From an optimization exercise on the open Yosys and OpenROAD flow, aimed at small area; shortcuts taken in it are not production practice.
No functional check of the RTL was part of any run shown here.

## flow/design.v (module list and top-level ports; edited modules follow where they fit)
// module top: 1546 lines
// module fa_cell: 4 lines
// module or_cell: 3 lines
// module ha_cell: 4 lines
module top (
    input  wire clk,
    input  wire rst_n,
    input  wire start,
    input  wire preload_valid,
    input  wire [5:0] preload_addr,
    input  wire [7:0] preload_data,
    input  wire [63:0] x_vector_flat,
    output wire [127:0] result_flat
);
  // ...
==> flow/flow/run.sh <==
#!/bin/bash
# The standard ORFS layout (the standard.sh, standard synthesis), with:
#  - port buffers made with buf_1 instead of the default delay buffer;
#  - clock tree synthesis with clkbuf_4, larger sink clusters, no dummy loads.
# make's output goes to standard.log; ORFS keeps each step's log under orfs/logs.
set -euo pipefail
bash standard.sh \
  BUFFER_PORTS_ARGS="-buffer_cell sky130_fd_sc_hd__buf_1" \
  CTS_ARGS="-sink_clustering_enable -repair_clock_nets -dont_use_dummy_load -buf_list sky130_fd_sc_hd__clkbuf_4 -sink_buffer_max_cap_derate 1.0" \
  finish > standard.log 2>&1
==> flow/standard.sh <==
#!/bin/bash
# synth_recipe.tcl (not shown) runs the flow's synth.tcl, then flattens the netlist and writes it again
# the make line also repeats each setting of config.mk as NAME=value (left out here)
make -C /OpenROAD-flow-scripts/flow DESIGN_CONFIG=/design/flow/config.mk WORK_HOME=/design/flow/orfs CLKGATE_MAP_FILE= SYNTH_SCRIPT=/design/flow/synth_recipe.tcl "${@:-finish}"
==> flow/config.mk <==
export PLATFORM = sky130hd
export DESIGN_NAME = top
export DESIGN_NICKNAME = top
export VERILOG_FILES = /design/flow/design.v
export SDC_FILE = /design/flow/constraint.sdc
export NUM_CORES = 4
export LEC_CHECK = 0
export CAP_MARGIN = 20
export CORE_MARGIN = 2
export CORE_UTILIZATION = 40
export SLEW_MARGIN = 20
export SYNTH_HIERARCHICAL = 1
export SYNTH_MINIMUM_KEEP_SIZE = 0
==> flow/constraint.sdc <==
create_clock -name core_clock -period 10.0 [get_ports {clk}]
set_input_delay 2.0000 -clock core_clock [delete_from_list [all_inputs] [get_ports {clk}]]
set_output_delay 2.0000 -clock core_clock [all_outputs]
set_load 0.01 [all_outputs]
==> qor.yml, run 1 <==
outcome:
  run_status: "finished clean"
clock_network:
  htreeDepth: 4
  root_buffer: "clkbuf_4"
final_layout:
  nClkBuffers: 197
  utilization_pct: 44.21
  buf_share_pct: 3.128
  area_growth_pct: 9.517
  multi_input_area_sq_um: 20990
  multi_input_area_share_pct: 43.63
floorplan:
  core_sq_um: 108900
  taps: 1414
  num_rows: 121
route:
  topRoutingLayerUsed: "met5"
  met1Wirelength_mm: 49.21
  first_iter_violations: 2396
sta:
  relSlewSlack_pct: 25.58
  finalCriticalPeriod_ns: 9.377
  hold_viol_final: 0
  setup_viol: 0
  finalCritPeriodShare_pct: 93.77
  whs_ns: 0.3076
synthesis:
  synthXorXnorAreaFrac_pct: 1.953
  synthCells: 3432
  synth_nets: 4057
  synthMostInstantiatedCell: "edfxtp_1"
  ys_ff_latch: 779
  synth-compound-area-share_pct: 10.31
worst_setup_path:
  cp-start-kind: "flop"
  crit_arrival_ns: 10.26
  criticalPathCategory: "reg -> reg"
global_route:
  use_met2_pct: 32.94
  grt_pass1_vias: 29880
  grt_use_met1_pct: 28.04
  met3_usage_pct: 4.279
  grt_max_degree: 97
  overflow: 0
placement:
  dp_slack_ns: 0.3777
  port_buffers: 209
min_path:
  hp-class: "reg -> reg"
==> run 2: changes to the inputs <==
--- a/flow/design.v
+++ b/flow/design.v
@@ -788,17 +788,107 @@
     wire a3_s471, a3_c472;
     fa_cell u_a3_s471 (.a(p3_11_0), .b(p3_11_1), .c(~(acc_r1[11])), .s(a3_s471), .co(a3_c472));
     wire a3_s473, a3_c474;
     fa_cell u_a3_s473 (.a(p3_12_0), .b(p3_12_1), .c(~(acc_r1[12])), .s(a3_s473), .co(a3_c474));
     wire a3_s475, a3_c476;
     fa_cell u_a3_s475 (.a(p3_13_0), .b(p3_13_1), .c(~(acc_r1[13])), .s(a3_s475), .co(a3_c476));
     wire a3_s477, a3_c478;
     fa_cell u_a3_s477 (.a(p3_14_0), .b(p3_14_1), .c(~(acc_r1[14])), .s(a3_s477), .co(a3_c478));
-    wire [16:0] s3 = ~({1'b0, ~(~acc_r1[15]), a3_c476, a3_c474, a3_c472, a3_c470, a3_c468, a3_c466, a3_c464, a3_c462, a3_c460, a3_c458, a3_c456, a3_c454, a3_c452, ~(acc_r1[1]), p3_0_0} + {1'b1, a3_c478, a3_s477, a3_s475, a3_s473, a3_s471, a3_s469, a3_s467, a3_s465, a3_s463, a3_s461, a3_s459, a3_s457, a3_s455, a3_s453, a3_s451, ~(acc_r1[0])} + 17'd1);
+    wire bk3_p0 = p3_0_0 ^ ~(acc_r1[0]);
+    wire bk3_g0 = p3_0_0 & ~(acc_r1[0]);
+    wire bk3_p1 = ~(acc_r1[1]) ^ a3_s451;
+    wire bk3_g1 = ~(acc_r1[1]) & a3_s451;
+    wire bk3_p2 = a3_c452 ^ a3_s453;
+    wire bk3_g2 = a3_c452 & a3_s453;
+    wire bk3_p3 = a3_c454 ^ a3_s455;
+    wire bk3_g3 = a3_c454 & a3_s455;
+    wire bk3_p4 = a3_c456 ^ a3_s457;
+    wire bk3_g4 = a3_c456 & a3_s457;
+    wire bk3_p5 = a3_c458 ^ a3_s459;
+    wire bk3_g5 = a3_c458 & a3_s459;
+    wire bk3_p6 = a3_c460 ^ a3_s461;
+    wire bk3_g6 = a3_c460 & a3_s461;
+    wire bk3_p7 = a3_c462 ^ a3_s463;
+    wire bk3_g7 = a3_c462 & a3_s463;
+    wire bk3_p8 = a3_c464 ^ a3_s465;
+    wire bk3_g8 = a3_c464 & a3_s465;
+    wire bk3_p9 = a3_c466 ^ a3_s467;
+    wire bk3_g9 = a3_c466 & a3_s467;
+    wire bk3_p10 = a3_c468 ^ a3_s469;
+    wire bk3_g10 = a3_c468 & a3_s469;
+    wire bk3_p11 = a3_c470 ^ a3_s471;
+    wire bk3_g11 = a3_c470 & a3_s471;
+    wire bk3_p12 = a3_c472 ^ a3_s473;
+    wire bk3_g12 = a3_c472 & a3_s473;
+    wire bk3_p13 = a3_c474 ^ a3_s475;
+    wire bk3_g13 = a3_c474 & a3_s475;
+    wire bk3_p14 = a3_c476 ^ a3_s477;
+    wire bk3_g14 = a3_c476 & a3_s477;
+    wire bk3_p15 = ~(~acc_r1[15]) ^ a3_c478;
+    wire bk3_g15 = ~(~acc_r1[15]) & a3_c478;
+    wire bk3_p16 = 1'b0 ^ 1'b1;
+    wire bk3_g16 = 1'b0 & 1'b1;
+    wire bk3_g0c = bk3_g0 | bk3_p0;
+    wire bk3_G1 = bk3_g1 | (bk3_p1 & bk3_g0c);
+    wire bk3_P1 = bk3_p1 & bk3_p0;
+    wire bk3_G2 = bk3_g3 | (bk3_p3 & bk3_g2);
+    wire bk3_P2 = bk3_p3 & bk3_p2;
+    wire bk3_G3 = bk3_g5 | (bk3_p5 & bk3_g4);
+    wire bk3_P3 = bk3_p5 & bk3_p4;
+    wire bk3_G4 = bk3_g7 | (bk3_p7 & bk3_g6);
+    wire bk3_P4 = bk3_p7 & bk3_p6;
+    wire bk3_G5 = bk3_g9 | (bk3_p9 & bk3_g8);
+    wire bk3_P5 = bk3_p9 & bk3_p8;
+    wire bk3_G6 = bk3_g11 | (bk3_p11 & bk3_g10);
+    wire bk3_P6 = bk3_p11 & bk3_p10;
+    wire bk3_G7 = bk3_g13 | (bk3_p13 & bk3_g12);
+    wire bk3_P7 = bk3_p13 & bk3_p12;
+    wire bk3_G8 = bk3_g15 | (bk3_p15 & bk3_g14);
+    wire bk3_P8 = bk3_p15 & bk3_p14;
+    wire bk3_G9 = bk3_G2 | (bk3_P2 & bk3_G1);
+    wire bk3_P9 = bk3_P2 & bk3_P1;
+    wire bk3_G10 = bk3_G4 | (bk3_P4 & bk3_G3);
+    wire bk3_P10 = bk3_P4 & bk3_P3;
+    wire bk3_G11 = bk3_G6 | (bk3_P6 & bk3_G5);
+    wire bk3_P11 = bk3_P6 & bk3_P5;
+    wire bk3_G12 = bk3_G8 | (bk3_P8 & bk3_G7);
+    wire bk3_P12 = bk3_P8 & bk3_P7;
+    wire bk3_G13 = bk3_G10 | (bk3_P10 & bk3_G9);
+    wire bk3_P13 = bk3_P10 & bk3_P9;
+    wire bk3_G14 = bk3_G12 | (bk3_P12 & bk3_G11);
+    wire bk3_P14 = bk3_P12 & bk3_P11;
+    wire bk3_G15 = bk3_G14 | (bk3_P14 & bk3_G13);
+    wire bk3_P15 = bk3_P14 & bk3_P13;
+    wire bk3_G16 = bk3_G11 | (bk3_P11 & bk3_G13);
+    wire bk3_P16 = bk3_P11 & bk3_P13;
+    wire bk3_G17 = bk3_G3 | (bk3_P3 & bk3_G9);
+    wire bk3_P17 = bk3_P3 & bk3_P9;
+    wire bk3_G18 = bk3_G5 | (bk3_P5 & bk3_G13);
+    wire bk3_P18 = bk3_P5 & bk3_P13;
+    wire bk3_G19 = bk3_G7 | (bk3_P7 & bk3_G16);
+    wire bk3_P19 = bk3_P7 & bk3_P16;
+    wire bk3_G20 = bk3_g2 | (bk3_p2 & bk3_G1);
+    wire bk3_P20 = bk3_p2 & bk3_P1;
+    wire bk3_G21 = bk3_g4 | (bk3_p4 & bk3_G9);
+    wire bk3_P21 = bk3_p4 & bk3_P9;
+    wire bk3_G22 = bk3_g6 | (bk3_p6 & bk3_G17);
+    wire bk3_P22 = bk3_p6 & bk3_P17;
+    wire bk3_G23 = bk3_g8 | (bk3_p8 & bk3_G13);
+    wire bk3_P23 = bk3_p8 & bk3_P13;
+    wire bk3_G24 = bk3_g10 | (bk3_p10 & bk3_G18);
+    wire bk3_P24 = bk3_p10 & bk3_P18;
+    wire bk3_G25 = bk3_g12 | (bk3_p12 & bk3_G16);
+    wire bk3_P25 = bk3_p12 & bk3_P16;
+    wire bk3_G26 = bk3_g14 | (bk3_p14 & bk3_G19);
+    wire bk3_P26 = bk3_p14 & bk3_P19;
+    wire bk3_G27 = bk3_g16 | (bk3_p16 & bk3_G15);
+    wire bk3_P27 = bk3_p16 & bk3_P15;
+    wire [16:0] bk3_sum = {(bk3_p16 ^ bk3_G15), (bk3_p15 ^ bk3_G26), (bk3_p14 ^ bk3_G19), (bk3_p13 ^ bk3_G25), (bk3_p12 ^ bk3_G16), (bk3_p11 ^ bk3_G24), (bk3_p10 ^ bk3_G18), (bk3_p9 ^ bk3_G23), (bk3_p8 ^ bk3_G13), (bk3_p7 ^ bk3_G22), (bk3_p6 ^ bk3_G17), (bk3_p5 ^ bk3_G21), (bk3_p4 ^ bk3_G9), (bk3_p3 ^ bk3_G20), (bk3_p2 ^ bk3_G1), (bk3_p1 ^ bk3_g0c), (bk3_p0 ^ 1'b1)};
+    wire [16:0] s3 = ~bk3_sum;
     wire [15:0] a3 = (s3[16] != s3[15]) ? (s3[16] ? 16'h8000 : 16'h7fff) : s3[15:0];
     wire m4_s479, m4_c480;
     assign m4_s479 = ~(~(wt4[0] & x4[6]) ^ ~(wt4[1] & x4[5]));
     or_cell u_m4_c480 (.a(~(wt4[0] & x4[6])), .b(~(wt4[1] & x4[5])), .y(m4_c480));
     wire m4_s481, m4_c482;
     fa_cell u_m4_s481 (.a((wt4[0] & x4[7])), .b(~(wt4[1] & x4[6])), .c(~(wt4[2] & x4[5])), .s(m4_s481), .co(m4_c482));
     wire m4_s483, m4_c484;
     assign m4_s483 = ~(~(wt4[3] & x4[4]) ^ ~(wt4[4] & x4[3]));
@@ -1030,17 +1120,107 @@
     wire a5_s695, a5_c696;
     fa_cell u_a5_s695 (.a(m5_c668), .b(m5_s669), .c(~(a4[11])), .s(a5_s695), .co(a5_c696));
     wire a5_s697, a5_c698;
     fa_cell u_a5_s697 (.a(m5_c670), .b(m5_s671), .c(~(a4[12])), .s(a5_s697), .co(a5_c698));
     wire a5_s699, a5_c700;
     fa_cell u_a5_s699 (.a(m5_c672), .b(m5_s673), .c(~(a4[13])), .s(a5_s699), .co(a5_c700));
     wire a5_s701, a5_c702;
     fa_cell u_a5_s701 (.a(~(wt5[7] & x5[7])), .b(m5_c674), .c(~(a4[14])), .s(a5_s701), .co(a5_c702));
-    wire [16:0] s5 = ~({1'b0, ~(~a4[15]), a5_c700, a5_c698, a5_c696, a5_c694, a5_c692, a5_c690, a5_c688, a5_c686, a5_c684, a5_c682, a5_c680, a5_c678, a5_c676, ~(a4[1]), ~(wt5[0] & x5[0])} + {1'b1, a5_c702, a5_s701, a5_s699, a5_s697, a5_s695, a5_s693, a5_s691, a5_s689, a5_s687, a5_s685, a5_s683, a5_s681, a5_s679, a5_s677, a5_s675, ~(a4[0])} + 17'd1);
+    wire bk5_p0 = ~(wt5[0] & x5[0]) ^ ~(a4[0]);
+    wire bk5_g0 = ~(wt5[0] & x5[0]) & ~(a4[0]);
+    wire bk5_p1 = ~(a4[1]) ^ a5_s675;
+    wire bk5_g1 = ~(a4[1]) & a5_s675;
+    wire bk5_p2 = a5_c676 ^ a5_s677;
+    wire bk5_g2 = a5_c676 & a5_s677;
+    wire bk5_p3 = a5_c678 ^ a5_s679;
+    wire bk5_g3 = a5_c678 & a5_s679;
+    wire bk5_p4 = a5_c680 ^ a5_s681;
+    wire bk5_g4 = a5_c680 & a5_s681;
+    wire bk5_p5 = a5_c682 ^ a5_s683;
+    wire bk5_g5 = a5_c682 & a5_s683;
+    wire bk5_p6 = a5_c684 ^ a5_s685;
+    wire bk5_g6 = a5_c684 & a5_s685;
+    wire bk5_p7 = a5_c686 ^ a5_s687;
+    wire bk5_g7 = a5_c686 & a5_s687;
+    wire bk5_p8 = a5_c688 ^ a5_s689;
+    wire bk5_g8 = a5_c688 & a5_s689;
+    wire bk5_p9 = a5_c690 ^ a5_s691;
+    wire bk5_g9 = a5_c690 & a5_s691;
+    wire bk5_p10 = a5_c692 ^ a5_s693;
+    wire bk5_g10 = a5_c692 & a5_s693;
+    wire bk5_p11 = a5_c694 ^ a5_s695;
+    wire bk5_g11 = a5_c694 & a5_s695;
+    wire bk5_p12 = a5_c696 ^ a5_s697;
+    wire bk5_g12 = a5_c696 & a5_s697;
+    wire bk5_p13 = a5_c698 ^ a5_s699;
+    wire bk5_g13 = a5_c698 & a5_s699;
+    wire bk5_p14 = a5_c700 ^ a5_s701;
+    wire bk5_g14 = a5_c700 & a5_s701;
+    wire bk5_p15 = ~(~a4[15]) ^ a5_c702;
+    wire bk5_g15 = ~(~a4[15]) & a5_c702;
+    wire bk5_p16 = 1'b0 ^ 1'b1;
+    wire bk5_g16 = 1'b0 & 1'b1;
+    wire bk5_g0c = bk5_g0 | bk5_p0;
+    wire bk5_G1 = bk5_g1 | (bk5_p1 & bk5_g0c);
+    wire bk5_P1 = bk5_p1 & bk5_p0;
+    wire bk5_G2 = bk5_g3 | (bk5_p3 & bk5_g2);
+    wire bk5_P2 = bk5_p3 & bk5_p2;
+    wire bk5_G3 = bk5_g5 | (bk5_p5 & bk5_g4);
+    wire bk5_P3 = bk5_p5 & bk5_p4;
+    wire bk5_G4 = bk5_g7 | (bk5_p7 & bk5_g6);
+    wire bk5_P4 = bk5_p7 & bk5_p6;
+    wire bk5_G5 = bk5_g9 | (bk5_p9 & bk5_g8);
+    wire bk5_P5 = bk5_p9 & bk5_p8;
+    wire bk5_G6 = bk5_g11 | (bk5_p11 & bk5_g10);
+    wire bk5_P6 = bk5_p11 & bk5_p10;
+    wire bk5_G7 = bk5_g13 | (bk5_p13 & bk5_g12);
+    wire bk5_P7 = bk5_p13 & bk5_p12;
+    wire bk5_G8 = bk5_g15 | (bk5_p15 & bk5_g14);
+    wire bk5_P8 = bk5_p15 & bk5_p14;
+    wire bk5_G9 = bk5_G2 | (bk5_P2 & bk5_G1);
+    wire bk5_P9 = bk5_P2 & bk5_P1;
+    wire bk5_G10 = bk5_G4 | (bk5_P4 & bk5_G3);
+    wire bk5_P10 = bk5_P4 & bk5_P3;
+    wire bk5_G11 = bk5_G6 | (bk5_P6 & bk5_G5);
+    wire bk5_P11 = bk5_P6 & bk5_P5;
+    wire bk5_G12 = bk5_G8 | (bk5_P8 & bk5_G7);
+    wire bk5_P12 = bk5_P8 & bk5_P7;
+    wire bk5_G13 = bk5_G10 | (bk5_P10 & bk5_G9);
+    wire bk5_P13 = bk5_P10 & bk5_P9;
+    wire bk5_G14 = bk5_G12 | (bk5_P12 & bk5_G11);
+    wire bk5_P14 = bk5_P12 & bk5_P11;
+    wire bk5_G15 = bk5_G14 | (bk5_P14 & bk5_G13);
+    wire bk5_P15 = bk5_P14 & bk5_P13;
+    wire bk5_G16 = bk5_G11 | (bk5_P11 & bk5_G13);
+    wire bk5_P16 = bk5_P11 & bk5_P13;
+    wire bk5_G17 = bk5_G3 | (bk5_P3 & bk5_G9);
+    wire bk5_P17 = bk5_P3 & bk5_P9;
+    wire bk5_G18 = bk5_G5 | (bk5_P5 & bk5_G13);
+    wire bk5_P18 = bk5_P5 & bk5_P13;
+    wire bk5_G19 = bk5_G7 | (bk5_P7 & bk5_G16);
+    wire bk5_P19 = bk5_P7 & bk5_P16;
+    wire bk5_G20 = bk5_g2 | (bk5_p2 & bk5_G1);
+    wire bk5_P20 = bk5_p2 & bk5_P1;
+    wire bk5_G21 = bk5_g4 | (bk5_p4 & bk5_G9);
+    wire bk5_P21 = bk5_p4 & bk5_P9;
+    wire bk5_G22 = bk5_g6 | (bk5_p6 & bk5_G17);
+    wire bk5_P22 = bk5_p6 & bk5_P17;
+    wire bk5_G23 = bk5_g8 | (bk5_p8 & bk5_G13);
+    wire bk5_P23 = bk5_p8 & bk5_P13;
+    wire bk5_G24 = bk5_g10 | (bk5_p10 & bk5_G18);
+    wire bk5_P24 = bk5_p10 & bk5_P18;
+    wire bk5_G25 = bk5_g12 | (bk5_p12 & bk5_G16);
+    wire bk5_P25 = bk5_p12 & bk5_P16;
+    wire bk5_G26 = bk5_g14 | (bk5_p14 & bk5_G19);
+    wire bk5_P26 = bk5_p14 & bk5_P19;
+    wire bk5_G27 = bk5_g16 | (bk5_p16 & bk5_G15);
+    wire bk5_P27 = bk5_p16 & bk5_P15;
+    wire [16:0] bk5_sum = {(bk5_p16 ^ bk5_G15), (bk5_p15 ^ bk5_G26), (bk5_p14 ^ bk5_G19), (bk5_p13 ^ bk5_G25), (bk5_p12 ^ bk5_G16), (bk5_p11 ^ bk5_G24), (bk5_p10 ^ bk5_G18), (bk5_p9 ^ bk5_G23), (bk5_p8 ^ bk5_G13), (bk5_p7 ^ bk5_G22), (bk5_p6 ^ bk5_G17), (bk5_p5 ^ bk5_G21), (bk5_p4 ^ bk5_G9), (bk5_p3 ^ bk5_G20), (bk5_p2 ^ bk5_G1), (bk5_p1 ^ bk5_g0c), (bk5_p0 ^ 1'b1)};
+    wire [16:0] s5 = ~bk5_sum;
     wire [15:0] a5 = (s5[16] != s5[15]) ? (s5[16] ? 16'h8000 : 16'h7fff) : s5[15:0];
     wire m6_s703, m6_c704;
     assign m6_s703 = ~(~(wt6[0] & x6[6]) ^ ~(wt6[1] & x6[5]));
     or_cell u_m6_c704 (.a(~(wt6[0] & x6[6])), .b(~(wt6[1] & x6[5])), .y(m6_c704));
     wire m6_s705, m6_c706;
     fa_cell u_m6_s705 (.a((wt6[0] & x6[7])), .b(~(wt6[1] & x6[6])), .c(~(wt6[2] & x6[5])), .s(m6_s705), .co(m6_c706));
     wire m6_s707, m6_c708;
     assign m6_s707 = ~(~(wt6[3] & x6[4]) ^ ~(wt6[4] & x6[3]));
@@ -1546,12 +1726,18 @@
 endmodule
 module fa_cell (input wire a, input wire b, input wire c, output wire s, output wire co);
     assign s  = a ^ b ^ c;
     assign co = (a & b) | (a & c) | (b & c);
 endmodule
 module or_cell (input wire a, input wire b, output wire y);
     assign y = a | b;
 endmodule
+module wmux (input wire [7:0] sel, input wire [63:0] w, output wire [7:0] y);
+    assign y = ({8{sel[0]}} & w[7:0])   | ({8{sel[1]}} & w[15:8])  |
+               ({8{sel[2]}} & w[23:16]) | ({8{sel[3]}} & w[31:24]) |
+               ({8{sel[4]}} & w[39:32]) | ({8{sel[5]}} & w[47:40]) |
+               ({8{sel[6]}} & w[55:48]) | ({8{sel[7]}} & w[63:56]);
+endmodule
 module ha_cell (input wire a, input wire b, output wire s, output wire co);
     assign s  = a ^ b;
     assign co = a & b;
 endmodule
==> flow/flow/run.sh (replaced) <==
#!/bin/bash
# The standard ORFS layout (the standard.sh, standard synthesis), with:
#  - port buffers made with buf_1 instead of the default delay buffer;
#  - clock tree synthesis with clkbuf_4, sink clusters of up to 8 within
#    50 um, and no dummy loads.
# make's output goes to standard.log; ORFS keeps each step's log under orfs/logs.
set -euo pipefail
bash standard.sh \
  BUFFER_PORTS_ARGS="-buffer_cell sky130_fd_sc_hd__buf_1" \
  CTS_ARGS="-sink_clustering_enable -repair_clock_nets -dont_use_dummy_load -buf_list sky130_fd_sc_hd__clkbuf_4 -sink_clustering_size 8 -sink_clustering_max_diameter 50" \
  finish > standard.log 2>&1
==> qor.yml, run 2 <==
route:
  wl_per_cell_um: 22.07  # was 21.90 um
  drtAntennaViolNets: 0  # unchanged
  viasPerCell: 5.474  # was 5.536
  first_pass_iters: 6  # unchanged
  drt_wl_total_mm: 112.5  # was 113.5 mm
  route.vias.total: 27910  # was 28700
  drc: 0  # unchanged
  first_iter_violations: 2397  # was 2396
global_route:
  grt_pass1_vias: 28720  # was 29880
  antenna_found_initial: 3  # was 5
  overflow: 0  # unchanged
  grt_use_total_pct: 19.99  # was 20.45%
  grt_pass1_wl_mm: 171.8  # was 176.6 mm
  grt_max_degree: 82  # was 97
min_path:
  hp-class: "reg -> reg"  # unchanged
  hold_start: "x7_1[3]"  # was x7_1[2]
  min_delay_path_depth: 0  # unchanged
  hold_end: "x7_2[3]"  # was x7_2[2]
worst_setup_path:
  required_ns: 10.81  # was 10.88 ns
  r2r_cells: 41  # was 26
  crit_path_max_fanout: 15  # was 56
  crit_top_cell: "a21o_1"  # was fa_1
  reg2reg_from: "p3_2_0"  # was rsel[0]
  cp-start-kind: "flop"  # unchanged
  r2r_slack_ns: 0.50  # was 0.62 ns
  cpPeakStageDelay_ns: 0.55  # was 0.65 ns
  crit_arrival_ns: 10.31  # was 10.26 ns
  rr_endpoint: "acc_r2n[13]"  # was acc_r2n[4]
  criticalPathCategory: "reg -> reg"  # unchanged
  endpoint_kind: "flop"  # unchanged
  cp_slowest_cell: "fa_1"  # was o41ai_1
sta:
  tns_ns: 0  # unchanged
  finalCriticalPeriod_ns: 9.498  # was 9.377 ns
  clock_skew_ns: 0.1323  # was 0.1623 ns
  fmax_mhz: 105.3  # was 106.6 MHz
  drv_slew: 0  # unchanged
  finalCritPeriodShare_pct: 94.98  # was 93.77%
  setup_viol: 0  # unchanged
  worst-slew-pin-transition_ns: 1.061  # was 1.109 ns
  hold_viol_final: 0  # unchanged
  fin_ws_ns: 0.5016  # was 0.6231 ns
  whs_ns: 0.3308  # was 0.3076 ns
  relSlewSlack_pct: 28.80  # was 25.58%
placement:
  place_inst: 4975  # unchanged
  postPlaceCellArea_sq_um: 46700  # was 46570 sq um
  dp_slack_ns: -0.009016  # was 0.3777 ns
  dp_hpwl_mm: 79.72  # was 78.60 mm
  port_buffers: 209  # unchanged
  gp_congestion: 0.8696  # was 0.8802
clock_network:
  htreeDepth: 3  # was 4
  clkSinkCount: 779  # unchanged
  cts_max_path_buffers: 3  # unchanged
  cts_tree: "built"  # unchanged
  clock_latency_ns: 0.97  # was 1.06 ns
  cts_buffers: 116  # was 197
  root_buffer: "clkbuf_4"  # unchanged
  clkSlewWorstSetupHoldPaths_ns: 0.08  # was 0.06 ns
final_layout:
  mostFrequentLayoutCell: "edfxtp_1"  # unchanged
  instances_no_fill: 5098  # was 5184
  finalInstanceArea_sq_um: 47670  # was 48120 sq um
  drive_gt1_share_pct: 10.46  # was 10.13%
  final_cell_mix: "edfxtp_1, nand2_1, fa_1, buf_1, nor2_1"  # was edfxtp_1, nand2_1, fa_1, buf_1, clkbuf_4
  top_register: "w"  # unchanged
  nets: 4322  # was 4388
  reg_top3: "w x512, result_n x128"  # unchanged
  area_growth_pct: 8.864  # was 9.517%
  utilization_pct: 43.85  # was 44.21%
  largest_reg_flops: 512  # unchanged
floorplan:
  start_util_pct: 40.28  # was 40.37%
  dieWidth_um: 334.9  # was 335.4 um
  die_h_um: 334.9  # was 335.4 um
  pin_count: 210  # unchanged
  die_area_sq_um: 112100  # was 112500 sq um
  core_sq_um: 108700  # was 108900 sq um
  num_rows: 121  # unchanged
synthesis:
  synth_nets: 4035  # was 4057
  synth_edf_count: 640  # unchanged
  synthTopCellsByCount: "edfxtp_1, nand2_1, fa_1"  # unchanged
  synth_ff_type: "edfxtp_1"  # unchanged
  yosys.cell_types.count: 76  # was 72
  async_flop_share_pct: 1.155  # unchanged
  syn_area_sq_um: 43790  # was 43940 sq um
  yosys_warnings: 9  # unchanged
  synth_area_leader_cell: "edfxtp_1"  # unchanged
  synth_area_leaders: "edfxtp_1, fa_1, dfxtp_1, nand2_1, ha_1"  # unchanged
  avgSynthCellArea_sq_um: 12.89  # was 12.80 sq um
  yosysSeqAreaShare_pct: 50.35  # was 50.18%
  synthCells: 3397  # was 3432
  synthMostInstantiatedCell: "edfxtp_1"  # unchanged
  ys_ff_latch: 779  # unchanged
  synth_top_area_share_pct: 43.89  # was 43.74%
job:
  drv_cap: 0  # unchanged
outcome:
  run_status: "finished clean"  # unchanged
## run 2: changes by cell type in the layout (fill, tap and decap cells not counted), sizes merged, moves of 13 or more
cell and change:
a21o +15, a21oi +26, buf +44, clkbuf -81, fa +14, maj3 -18, mux2 +14, o21a -17
xnor2 -18, xor2 +13
## run 2: cell type report
type,count,area [sq um]
Antenna cell,2,5.005
Sequential cell,779,22050
Tap cell,1414,1769
Fill cell,9964,61030
Multi-Input combinational cell,2372,20900
Timing Repair Buffer,345,1807
Clock buffer,116,870.8
Inverter,70,262.8
## run 2: worst max-delay path by stage
| stage | startpoint | endpoint | slack (ns) | cells after the start |
|---|---|---|---|---|
| after CTS | p3_2_0 | acc_r2n[4] | 0.01 | 40 |
| after global placement | p3_2_0 | acc_r2n[11] | 0.19 | 40 |
| after global routing | p3_2_0 | acc_r2n[13] | -0.03 | 43 |
| final | p3_2_0 | acc_r2n[13] | 0.50 | 41 |
| after detailed placement | p3_2_0 | acc_r2n[0] | -0.009 | 41 |
| after floorplan | rsel[1] | acc_r2n[11] | 0.14 | 41 |
## run 2: logic make-up (layout without fill, tap and decap cells)
| logic type | count (synthesis) | after routing | share of synthesized area (%) |
|---|---|---|---|
| muxes | 70 | 70 | 1.809 |
| other | 0 | 2 | 0 |
| AOI/OAI and AO/OA | 622 | 622 | 9.458 |
| buffers and inverters | 246 | 531 | 2.166 |
| adders and majority gates | 561 | 561 | 23.61 |
| DFF | 779 | 779 | 50.35 |
| xor gates and xnor gates | 93 | 93 | 1.894 |
| and+or+nand+nor | 1026 | 1026 | 10.71 |
## run 2: metal layers
layer / up-vias / GRT usage, % / part of all wire (%)
li1: 12610 / - / -
met1: 14120 / 28.00 / 44
met2: 987 / 31.20 / 46
met3: 189 / 3.770 / 6.7
met4: 2 / 7.022 / 3.1
met5: - / 0 / 0.012
## run 2: critical path, delay by kind of cell (launching register included)
family / cells / cell delay [ns]
adders and majority gates: 9 / 3.57
AOI/OAI and AO/OA: 22 / 4.13
DFF: 1 / 0.32
xor gates and xnor gates: 1 / 0.16
and+or+nand+nor: 6 / 0.82
buffers and inverters: 3 / 0.44
## run 2: repair_timing
action / in CTS / in global routing
hold buffers: 0 / 0
resized for setup: 0 / 13
setup buffers: 0 / 5
endpoints found under the setup margin: 0 / 15
## run 2: Yosys stat by module, one instance, submodules excluded
module | cell area, sq um | flip-flops and latches
fa_cell | 20.02 | 0
or_cell | 6.256 | 0
top | 35440 | 779

## re-timing with driven ports
The flow's constraints put no driver on any port. The routed layouts listed below were extracted and timed again, unchanged, in two steps.
Step 1 assumes that a clkbuf_16 drives the clock port and a buf_2 every other input.
Step 2 moves the port delays by t, midway between the first and last clock arrival at a register: inputs arrive t later, outputs are due t later. That takes back most of the time a late clock gives input paths.
Slacks: ideal / step 1 / step 2; pairs: ideal / step 1.
run	shift t [ns]	setup WS [ns]	worst hold slack (ns)
run 1	1.058	0.623 / 0.623 / 0.623	0.308 / 0.308 / 0.308
run 2	0.976	0.502 / 0.502 / 0.502	0.331 / 0.331 / 0.331
After both steps every run listed still meets setup and hold.
